This design comes from an exercise in tuning for small area, a short achievable clock period and few clock cycles on the open sky130 flow, not from production work. Power is estimated from default activity; no workload was simulated.

== zinc ==
Design cpu_pipeline, start of the top module:
module cpu_pipeline(
    input wire clk,
    input wire rst_n,
    output wire ibus_req,
    output wire [(32-1):0] ibus_addr,
    input wire [(32-1):0] ibus_rdata,
    input wire ibus_ready,
    output wire dbus_req,
    output wire dbus_we,
    output wire [(32-1):0] dbus_addr,
    output wire [(32-1):0] dbus_wdata,
    output wire [1:0] dbus_size,
    input wire [(32-1):0] dbus_rdata,
    input wire dbus_ready
);
    reg ex_valid;
    reg [31:0] ex_rs1;
    reg [31:0] ex_b;     
    reg ex_sub;
    reg [31:0] ex_imm;
    reg [4:0] ex_rd;
    reg [2:0] ex_f3;
    reg ex_f7;           
    reg ex_wr;           
    reg ex_lui, ex_auipc, ex_jal, ex_jalr, ex_br, ex_ld, ex_st, ex_opimm, ex_op;
    reg [7:0] ex_clt, ex_ceq;   
    reg ex_clt7s;
    reg ex_base_pc;      
    reg ex_base_rs;      
    reg [31:2] fetch_q;
    wire [31:2] seq_pc = fetch_q + {29'd0, ex_valid};
    wire [31:0] wb_data;
    wire [31:2] fetch_pc;
    wire ex_mem = ex_ld | ex_st;
    wire replay = ex_valid & ex_mem & ~dbus_ready;
    wire accept = ibus_ready & ~replay;
    assign ibus_addr = {fetch_pc, 2'b00};
    assign ibus_req = ~replay;
    always @(posedge clk or negedge rst_n) begin
        if (!rst_n)
            fetch_q <= 30'd0;
        else if (!replay)
            fetch_q <= fetch_pc;
    end
    wire [31:0] inst = ibus_rdata;
    wire [6:0] opc = inst[6:0];
    wire d_lui   = (opc == 7'b0110111);
    wire d_auipc = (opc == 7'b0010111);
    wire d_jal   = (opc == 7'b1101111);
    wire d_jalr  = (opc == 7'b1100111);
    wire d_br    = (opc == 7'b1100011);
    wire d_ld    = (opc == 7'b0000011);
    wire d_st    = (opc == 7'b0100011);
    wire d_opimm = (opc == 7'b0010011);
    wire d_op    = (opc == 7'b0110011);
    wire d_wr = (d_lui | d_auipc | d_jal | d_jalr | d_ld | d_opimm | d_op) & (inst[11:7] != 5'd0);
    wire d_sub = ((d_op | d_opimm) & (inst[14:13] == 2'b01)) |
                 (d_op & inst[30] & (inst[14:12] == 3'b000));
    wire [31:0] imm_i = {{20{inst[31]}}, inst[31:20]};
    wire [31:0] imm_s = {{20{inst[31]}}, inst[31:25], inst[11:7]};
    wire [31:0] imm_b = {{19{inst[31]}}, inst[31], inst[7], inst[30:25], inst[11:8], 1'b0};
  ...
For scale: ~5,200 cells after synthesis, about 170 I/O pins, about 55,000 um^2 of cells after synthesis.
Settings: LEC_CHECK=0, CAP_MARGIN=30, CORE_MARGIN=2, CORE_UTILIZATION=40, SETUP_SLACK_MARGIN=3.0, SLEW_MARGIN=20, SYNTH_HIERARCHICAL=1, SYNTH_MINIMUM_KEEP_SIZE=0; clock period 8.0 ns.
standard.sh (not shown) runs the stock make flow with config.mk's settings and CLKGATE_MAP_FILE= SYNTH_SCRIPT=/design/flow/synth_recipe.tcl, a recipe that flattens the netlist after the stock synthesis.
==> flow/flow/run.sh <==
#!/bin/bash
# Layout flow: the standard flow (standard.sh), with every input and
# output port buffered by buf_4 cells instead of the buffer cell that
# buffer_ports picks by default. Its full output goes to standard.log.
set -e
export BUFFER_PORTS_ARGS="-buffer_cell sky130_fd_sc_hd__buf_4"
bash standard.sh > standard.log 2>&1
Here is what was changed in the inputs of pepper compared with zinc.
--- a/flow/design.v
+++ b/flow/design.v
@@ -739,70 +739,75 @@
         for (k = 0; k < 5; k = k + 1) begin : pair
             wb_ao22n u(.a1(s[2*k]), .a2(d[32*(2*k) + b]), .b1(s[2*k+1]), .b2(d[32*(2*k+1) + b]), .y(t[k]));
         end
         wb_nand5 o(.a(t), .y(y[b]));
     end endgenerate
 endmodule
 module rf_aoi222(input wire a1, a2, b1, b2, c1, c2, output wire y);
     assign y = ~((a1 & a2) | (b1 & b2) | (c1 & c2));
 endmodule
 module rf_nand2(input wire a, b, output wire y);
     assign y = ~(a & b);
 endmodule
-module rf_or11n(input wire [10:0] a, output wire y);
+module rf_or12n(input wire [11:0] a, output wire y);
     assign y = ~&a;
 endmodule
 module rf_wmux(input wire s, sn, a, b, output wire y);
     assign y = (s & a) | (sn & b);
 endmodule
-module rf_read(input wire [31:1] sel, input wire [32*31-1:0] q, output wire [31:0] y);
+module rf_read(input wire [31:1] sel, input wire [32*31-1:0] q,
+               input wire byp, input wire [31:0] wd, output wire [31:0] y);
     genvar b, g;
     generate for (b = 0; b < 32; b = b + 1) begin : bit_
-        wire [10:0] t;
+        wire [11:0] t;
         for (g = 0; g < 10; g = g + 1) begin : grp
             rf_aoi222 u(.a1(sel[3*g+1]), .a2(q[32*(3*g+0) + b]),
                         .b1(sel[3*g+2]), .b2(q[32*(3*g+1) + b]),
                         .c1(sel[3*g+3]), .c2(q[32*(3*g+2) + b]),
                         .y(t[g]));
         end
         rf_nand2 u31(.a(sel[31]), .b(q[32*30 + b]), .y(t[10]));
-        rf_or11n o(.a(t), .y(y[b]));
+        rf_nand2 ub(.a(byp), .b(wd[b]), .y(t[11]));
+        rf_or12n o(.a(t), .y(y[b]));
     end endgenerate
 endmodule
 module registers(
     input wire clk,
     input wire [4:0] rs1_addr,
     input wire [4:0] rs2_addr,
     input wire [4:0] rd_addr,
     input wire [(32-1):0] rd_data,
     input wire rd_en,
+    input wire byp_en,       
     output wire [(32-1):0] rs1_out,
     output wire [(32-1):0] rs2_out
 );
     reg [32*31-1:0] q;      
     wire [32*31-1:0] d;
     wire [31:1] sel1, sel2, we;
+    wire byp1 = byp_en & (rd_addr == rs1_addr);
+    wire byp2 = byp_en & (rd_addr == rs2_addr);
     genvar i, b;
     generate for (i = 1; i < 32; i = i + 1) begin : reg_
-        assign sel1[i] = (rs1_addr == i);
-        assign sel2[i] = (rs2_addr == i);
+        assign sel1[i] = (rs1_addr == i) & ~byp1;
+        assign sel2[i] = (rs2_addr == i) & ~byp2;
         assign we[i] = rd_en & (rd_addr == i);
         for (b = 0; b < 32; b = b + 1) begin : bit_
             rf_wmux m(.s(we[i]), .sn(~we[i]), .a(rd_data[b]), .b(q[32*(i-1) + b]), .y(d[32*(i-1) + b]));
         end
     end endgenerate
     always @(posedge clk)
         q <= d;
-    rf_read p1(.sel(sel1), .q(q), .y(rs1_out));
-    rf_read p2(.sel(sel2), .q(q), .y(rs2_out));
+    rf_read p1(.sel(sel1), .q(q), .byp(byp1), .wd(rd_data), .y(rs1_out));
+    rf_read p2(.sel(sel2), .q(q), .byp(byp2), .wd(rd_data), .y(rs2_out));
 endmodule
 module inst_fetch #(parameter W = 8) (
     input wire jump,           
     input wire c_beq, c_bne, c_blt, c_bge, c_bltu, c_bgeu,   
     input wire eq, lt_s, lt_u,
     input wire [W-1:0] target,
     input wire [W-1:0] seq,
     output wire [W-1:0] pc
 );
     wire taken = jump |
                  (eq ? c_beq : c_bne) |
                  (lt_s ? c_blt : c_bge) |
@@ -878,31 +883,30 @@
                       (d_lui | d_auipc) ? imm_u : imm_i;
     wire [4:0] rs1 = inst[19:15];
     wire [4:0] rs2 = inst[24:20];
     wire [31:0] rf_rs1, rf_rs2;
     wire wb_en = ex_valid & ex_wr;
     registers registers(
         .clk(clk),
         .rs1_addr(rs1),
         .rs2_addr(rs2),
         .rd_addr(ex_rd),
         .rd_data(wb_data),
         .rd_en(wb_en & ~replay),
+        .byp_en(wb_en),
         .rs1_out(rf_rs1),
         .rs2_out(rf_rs2)
     );
-    wire fwd1 = wb_en & (ex_rd == rs1);
-    wire fwd2 = wb_en & (ex_rd == rs2);
-    wire [31:0] rs1v = fwd1 ? wb_data : rf_rs1;
-    wire [31:0] rs2v = fwd2 ? wb_data : rf_rs2;
+    wire [31:0] rs1v = rf_rs1;
+    wire [31:0] rs2v = rf_rs2;
     wire [7:0] d_clt, d_ceq;
     wire d_clt7s;
     br_pre br_pre(.a(rs1v), .b(rs2v), .lt(d_clt), .eq(d_ceq), .lt7s(d_clt7s));
     always @(posedge clk or negedge rst_n) begin
         if (!rst_n)
             ex_valid <= 1'b0;
         else
             ex_valid <= accept;
     end
     always @(posedge clk) begin
         ex_rs1 <= rs1v;
         ex_b <= {32{d_sub}} ^ (d_opimm ? imm_i : rs2v);
Results
- Between zinc and pepper, routed wire length is higher for pepper, zinc comes in under that.
- Of zinc and pepper, pepper shows the lower register-to-register setup slack, with zinc above it.
- Static leakage shrinks slightly when moving from zinc to pepper.
- zinc has higher total routing resource utilization after global routing than pepper.
- [compare] base=zinc new=pepper: combined area of the multi-input logic cells has increased, amount of wire on met2 after detailed routing has increased, count of clock buffers in the final design has increased, well tap count has remained practically unchanged.
- Taking zinc over pepper, the number of ordinary inverters in the final layout ratio works out to 0.936.
- zinc -> pepper: number of sequential storage elements delta 0, exact match
- | post-route fraction of the period consumed by the critical path | lower: pepper |
Function was not checked in any run of this note: the RTL went through the layout flow alone.

==> separate check: timing with driven ports <==
The flow's constraints put no driver on any port. The routed layouts listed below were extracted and timed again, unchanged, in two steps. Step 1: set_driving_cell puts a clkbuf_16 on clk and a buf_2 on each other input, an assumption about the parent block. Step 2 times the ports against the registers' clock, not the clock port: input delays grow and output delays shrink by t, the midpoint of the rising clock arrivals with the driver on. Slacks: no drivers / after step 1 / after step 2; pairs: no drivers / after step 1.
run	t, ns	setup WS [ns]	worst setup path at the end
zinc	0.848	2.884 / 2.797 / 2.170	input to register
pepper	0.841	2.901 / 2.815 / 2.110	input to register
After both steps setup and hold are still met in every run listed. The setup slack of pepper, which loses most, moves by -0.086 ns with the drivers and by -0.791 ns with both steps.
